This design comes from an exercise in tuning for small area and a short achievable clock period on the open sky130 flow, not from production work.
In this exercise RTL edits were held to simulation tests only and were not proved equivalent to the original.

==> flow/design.v, too long to show whole: its modules and the start of the top module <==
// module ohs_boost_l2: 8953 lines
// module ohs_fa: 4 lines
// module ohs_ha: 4 lines
module ohs_boost_l2 #(
  parameter data_width = 32,
  parameter data_decimal = 22
)(
  input aclk,
  input resetn,
  input ce,
  input signed [data_width-1:0] kL,
  input signed [data_width-1:0] kRL,
  input signed [data_width-1:0] kC,
  input signed [data_width-1:0] kR,
  input signed [data_width-1:0] vdc,
  input S1_pwm,
  output wire signed [data_width-1:0] iL,
  output wire signed [data_width-1:0] vL,
  output wire signed [data_width-1:0] iC,
  output wire signed [data_width-1:0] vC,
  output wire signed [data_width-1:0] iLoad
);
  // ...
==> flow/flow/run.sh <==
#!/bin/bash
set -euo pipefail
MARGIN=9
bash standard.sh synth > synth.log 2>&1
bash standard.sh SETUP_SLACK_MARGIN=$MARGIN "BUFFER_PORTS_ARGS=-buffer_cell sky130_fd_sc_hd__buf_2" finish > layout.log 2>&1
==> flow/standard.sh <==
#!/bin/bash
# synth_recipe.tcl (not shown) runs the flow's synth.tcl, then flattens the netlist and writes it again
# the make line also repeats each setting of config.mk as NAME=value (left out here)
make -C /OpenROAD-flow-scripts/flow DESIGN_CONFIG=/design/flow/config.mk WORK_HOME=/design/flow/orfs CLKGATE_MAP_FILE= SYNTH_SCRIPT=/design/flow/synth_recipe.tcl "${@:-finish}"
==> flow/config.mk <==
export PLATFORM = sky130hd
export DESIGN_NAME = ohs_boost_l2
export DESIGN_NICKNAME = ohs_boost_l2
export VERILOG_FILES = /design/flow/design.v
export SDC_FILE = /design/flow/constraint.sdc
export NUM_CORES = 4
export LEC_CHECK = 0
export ABC_AREA = 1
export CAP_MARGIN = 20
export CORE_MARGIN = 2
export CORE_UTILIZATION = 40
export SLEW_MARGIN = 20
export SYNTH_HIERARCHICAL = 1
export SYNTH_MINIMUM_KEEP_SIZE = 0
==> flow/constraint.sdc <==
create_clock -name core_clock -period 34.0 [get_ports {aclk}]
set_input_delay 6.8000 -clock core_clock [delete_from_list [all_inputs] [get_ports {aclk}]]
set_output_delay 6.8000 -clock core_clock [all_outputs]
set_load 0.01 [all_outputs]
==> summary.txt, run 1 <==
The run finished with no timing, DRC or antenna violations. Of the total synthesized cell area, the portion taken by XOR and XNOR cells is 0.196. The clock net sink count came out at 160. The worst setup timing slack at the placement stage is 7.07 ns. The maximum operating frequency is 39.9 MHz. The family with the most delay on the worst path is adder cells. Measured on the finished design, the core utilization comes to 0.445. The relative max-transition margin came out at 0.110. The area of combinational cells with multiple inputs is 80700 sq um. The DRC marker count from the first detailed-route iteration came out at 12300. Data on the critical path arrives at its endpoint at 18.23 ns.

The sequential-to-total area share from yosys stat came out at 0.0363. The count of cell instances traversed by the critical path is 50. The hold violation count in the final report came to 0. In the layout the commonest cells are sky130_fd_sc_hd__xor2_1 (1888), sky130_fd_sc_hd__o22ai_1 (1740), sky130_fd_sc_hd__fa_1 (1666). The overflow left after global routing came out at 0. In the synthesized netlist the async set-or-reset flop fraction comes to 0. For this design the top-level I/O count stands at 324. The main combinational cell family by area after synthesis is adder cells. The number of vias in the routed layout is 82300. For this design, the CTS-stage hold fixing added 0 buffers.

The fraction of final cell area spent on clock buffers and inverters in this run is 0.00645. The critical path endpoint is iLoad[29]. The total wirelength of the detailed-routed design is 410000 um.

In this run the cell area measured after placement is 92100 sq um. The portion of synthesized area spent on multiplexers is 0.
==> run 2, diff against run 1 <==
==> flow/flow/run.sh (replaced) <==
#!/bin/bash
set -euo pipefail
MARGIN=10
bash standard.sh synth > synth.log 2>&1
bash standard.sh SETUP_SLACK_MARGIN=$MARGIN "BUFFER_PORTS_ARGS=-buffer_cell sky130_fd_sc_hd__buf_2" finish > layout.log 2>&1
--- a/flow/config.mk
+++ b/flow/config.mk
@@ -9,5 +9,7 @@
 export CAP_MARGIN = 20
 export CORE_MARGIN = 2
-export CORE_UTILIZATION = 40
+export CORE_UTILIZATION = 55
+export CTS_CLUSTER_DIAMETER = 40
+export CTS_CLUSTER_SIZE = 10
 export SLEW_MARGIN = 20
 export SYNTH_HIERARCHICAL = 1
==> run 2 against run 1 <==
Global-route usage is 12 points higher. Cell count is 5.5% lower. Highest routed layer unchanged. Setup slack better by 0.19 ns. Synthesized cell count stayed put. Non-clock buffer count is 131 higher. Maximum frequency is 0.75% higher. Count of clock-buffer cells in the layout is 1 lower. Still clean on timing, DRC and antenna. Hold slack better by 0.0034 ns.
==> summary.txt, run 2 <==
Status: complete, no violations (unchanged). The routability-driven placement congestion ratio was 0.965 (was 0.996). The setup slack on the worst flop-to-flop path came out at 17.40 ns (was 17.21 ns). The count of max-cap constraint violations is 0 (unchanged). The number of clock buffers inserted by TritonCTS came out at 17 (unchanged). The per-cell routed wire length was 33.6 um (was 33.5 um). The share of post-route cells with drive strength above 1 came out at 0.177 (was 0.153). The fill cell instance count of the final layout came out at 13200 (was 20800). The area of the core was 159000 sq um (was 219000 sq um). The clock latency on the worst-skew pair is 0.54 ns (was 0.51 ns). The final setup skew is 0.0285 ns (was 0.0255 ns). Post-synth top cells: sky130_fd_sc_hd__xor2_1 (1937), sky130_fd_sc_hd__fa_1 (1805), sky130_fd_sc_hd__o22ai_1 (1769), sky130_fd_sc_hd__clkbuf_1 (846), sky130_fd_sc_hd__inv_1 (677) (unchanged).

The starting density of the core is 0.555 (was 0.402). The number of nets with antenna violations after routing came out at 0 (unchanged). The maximum cell stage delay along the critical path is 0.65 ns (was 0.57 ns). The final-report max-slew violation count came to 0 (unchanged).

The launch point of the worst path is kC[14] (was kC[18]). The critical register-to-register path startpoint is vL_r[7] (was vL_r[5]). The number of detailed-routing iterations run before antenna repair was 10 (was 7).

The number of hold buffers added after CTS came out at 0 (unchanged). The global-route usage over all layers is 0.470 (was 0.354). The post-route worst hold slack is 0.519 ns (was 0.515 ns). The cell type with the highest aggregate area in the netlist is sky130_fd_sc_hd__fa_1 (unchanged).

The top-area cell type share of the netlist area came out at 0.410 (unchanged). The root cell of the clock tree is sky130_fd_sc_hd__clkbuf_16 (unchanged).

RSZ-0062 raised after global routing: true (unchanged). The overflow left after global routing is 0 (unchanged). The largest net degree at the start of global routing is 66 (was 65).

The post-synth design cell area is 88200 sq um (unchanged). The slew at the pin closest to its max-slew limit is 1.20 ns (was 1.32 ns). The kind of launch point of the worst setup path is an input pin (unchanged). The initial antenna violation count is 16 (was 35). The DRC marker count from the first detailed-route iteration came out at 11300 (was 12300). The vias per cell came out at 7.12 (was 6.72). The depth of the worst register-to-register path is 49 (was 52).

The predominant post-synthesis flop cell was sky130_fd_sc_hd__dfxtp_1 (unchanged). The worst endpoint data arrival time came out at 18.05 ns (was 18.23 ns). The count of buffers inserted at the top-level ports is 323 (unchanged). The class of the most critical hold timing path is register to register (unchanged).

The die extent in y is 404 um (was 473 um). The kind of critical path is input pin to output pin (unchanged).

The number of global-route vias before repair is 85200 (was 86000). The final worst-path cycle share came out at 0.731 (was 0.736). The final critical-path required period came to 24.85 ns (was 25.03 ns).

The area used by sequential logic in the layout came out at 3240 sq um (unchanged). The instance count along the most critical hold path came out at 2 (unchanged). Largest cells by area after synthesis: sky130_fd_sc_hd__fa_1 (41%), sky130_fd_sc_hd__xor2_1 (19%), sky130_fd_sc_hd__o22ai_1 (13%) (unchanged). The floorplan die width came out at 404 um (was 473 um). The maximum operating frequency is 40.2 MHz (was 39.9 MHz). The share of flip-flops with an asynchronous set or reset after synthesis is 0 (unchanged). The maximum buffer depth of the clock tree is 2 (unchanged). The number of vias in the routed layout was 82300 (about the same). The relative max-transition margin is 0.201 (was 0.110). The clock net sink count is 160 (unchanged).

The cell with the most instances after synthesis is sky130_fd_sc_hd__xor2_1 (unchanged). The post-layout net count was 11900 (was 11700). The number of instances in the synthesized netlist came to 9586 (unchanged). The endpoint kind of the worst setup timing path was an output pin (unchanged). The hold violation count in the final report was 0 (unchanged). The post-detailed-placement half-perimeter wirelength was 243000 um (was 260000 um). The total wirelength of the detailed-routed design is 389000 um (was 410000 um). The critical path endpoint is iLoad[27] (was iLoad[29]). The worst-path cell with the longest stage delay is sky130_fd_sc_hd__fa_1 (unchanged). The area of combinational cells with multiple inputs is 81600 sq um (was 80700 sq um). The count of synthesis-stage warnings from yosys came out at 7 (unchanged). The clock-pin slew on the worst setup and hold paths came out at 0.07 ns (was 0.06 ns). Highest-count cells in the layout ignoring fill and taps: sky130_fd_sc_hd__xor2_1 (1864), sky130_fd_sc_hd__o22ai_1 (1713), sky130_fd_sc_hd__fa_1 (1657) (was sky130_fd_sc_hd__xor2_1 (1888), sky130_fd_sc_hd__o22ai_1 (1740), sky130_fd_sc_hd__fa_1 (1666)).

The setup violation total in the final timing report came out at 0 (unchanged). The growth of design area from synthesis to finish is 12.5% (was 10.6%). The post-synthesis register bit count was 160 (unchanged).

The total number of placement rows is 146 (was 172). The die footprint came out at 164000 sq um (was 224000 sq um). The mean instance size in the synthesized netlist is 9.20 sq um (unchanged). The number of synthesized flops with an enable pin is 0 (unchanged). The worst path required time came to 27.20 ns (about the same).

The final-layout setup total negative slack was 0 ns (unchanged). The detailed-route DRC error count is 0 (unchanged). The I/O pin count is 324 (unchanged).

The most common cell type on the critical path was sky130_fd_sc_hd__nand2_4 (was sky130_fd_sc_hd__fa_1). The number of distinct library cell variants in the gate-level netlist after synthesis is 46 (unchanged).

The peak fanout along the critical path came out at 13 (was 15). The post-synthesis net count is 12000 (unchanged). The wire length of the first global-routing pass came out at 567000 um (was 587000 um).

The sequential-to-total area share from yosys stat is 0.0363 (unchanged). The CTS tree is yes (unchanged). The H-tree depth came out at 4 (unchanged). The most common library cell in the layout ignoring fill and taps is sky130_fd_sc_hd__xor2_1 (unchanged).

The end of the worst register-to-register path is vL_r[29] (unchanged). The worst hold path startpoint is iL_1[31] (unchanged).
run 2: layout make-up:
class / count / area share
timing repair buffer: 913 / 0.0846
timing repair inverter: 1 / 0.0000757
sequential: 160 / 0.0327
multi-input combinational: 7673 / 0.823
inverter: 708 / 0.0274
tap: 2072 / 0.0261
antenna: 9 / 0.000227
clock inverter: 15 / 0.00182
clock buffer: 17 / 0.00429
run 2: logic make-up after synthesis:
logic type	share of synthesized area
flops	0.0363
fa+ha+maj	0.472
buf+inv	0.0774
xor+xnor	0.196
compound gates	0.172
simple gates	0.0468
run 2: routing by layer:
metal	vias up	track usage	wire length [um]
met1	40800	0.593	137000
li1	31900	-	-
met4	20	0.270	28200
met5	-	0	162
met3	2125	0.207	62700
met2	7472	0.667	161000
run 2: Yosys stat by module, one instance, submodules excluded:
module	times used	flops+latches	cells
ohs_boost_l2	1	160	7687
ohs_fa	1756	0	1
ohs_ha	143	0	1
run 2: what timing repair did:
action | CTS | global route
gates cloned | 40 | 8
buffers inserted | 151 | 80
pin swaps | 143 | 151
gates resized for setup | 554 | 306
setup endpoints to repair | 32 | 32
run 2: worst min path at each step:
stage | endpoint
after floorplan | iL_1[31]
after global placement | iL_1[31]
after detailed placement | iL_1[31]
after CTS | iL_1[31]
after global routing | iL_1[3]
final | iL_1[31]
run 2: metrics by stage:
step | util | cell area, sq um | std cells | setup slack [ns]
floorplan | - | 88200 | 9586 | 10.02
global placement | 0.574 | 91200 | 11200 | 8.22
detailed placement | 0.574 | 91200 | 11200 | 8.12
CTS | 0.610 | 96800 | 11500 | 9.48
global route | 0.625 | 99200 | 11600 | 8.96
finish | 0.625 | 99200 | 11600 | 9.15
run 2: critical path, delay by kind of cell:
kind                       cells  cell delay, ns
xor gates and xnor gates       3            0.55
buffers and inverters         13            1.81
and+or+nand+nor               17            2.12
AOI/OAI and AO/OA              5            0.50
adders and majority gates     13            6.23

==> afterwards: timing with drivers on the ports <==
Ports are ideal in the flow. The routed layouts listed here were re-timed in OpenROAD.
Step 1 assumes that a clkbuf_16 drives the clock port and a buf_2 every other input.
Step 2, shift: input delay + t, output delay - t, t = (earliest + latest rising clock arrival at the registers) / 2. This alone moves slack from input paths to output paths.
a / b / c = ideal ports / drivers / drivers and shift; a / b = the first two.
run	shift t [ns]	slack for setup (ns)	worst setup path at the end	slew at the worst register clock pin (ns)	worst slew at a driven data input, ns
run 1	0.577	8.969 / 8.928 / 8.928	input to output	0.09 / 0.09	0.13
run 2	0.614	9.155 / 9.133 / 9.133	input to output	0.10 / 0.10	0.08
After both steps setup and hold are still met in every run listed. For run 1, which loses most, drivers alone change the setup slack by -0.041 ns; drivers and shift together by -0.041 ns.
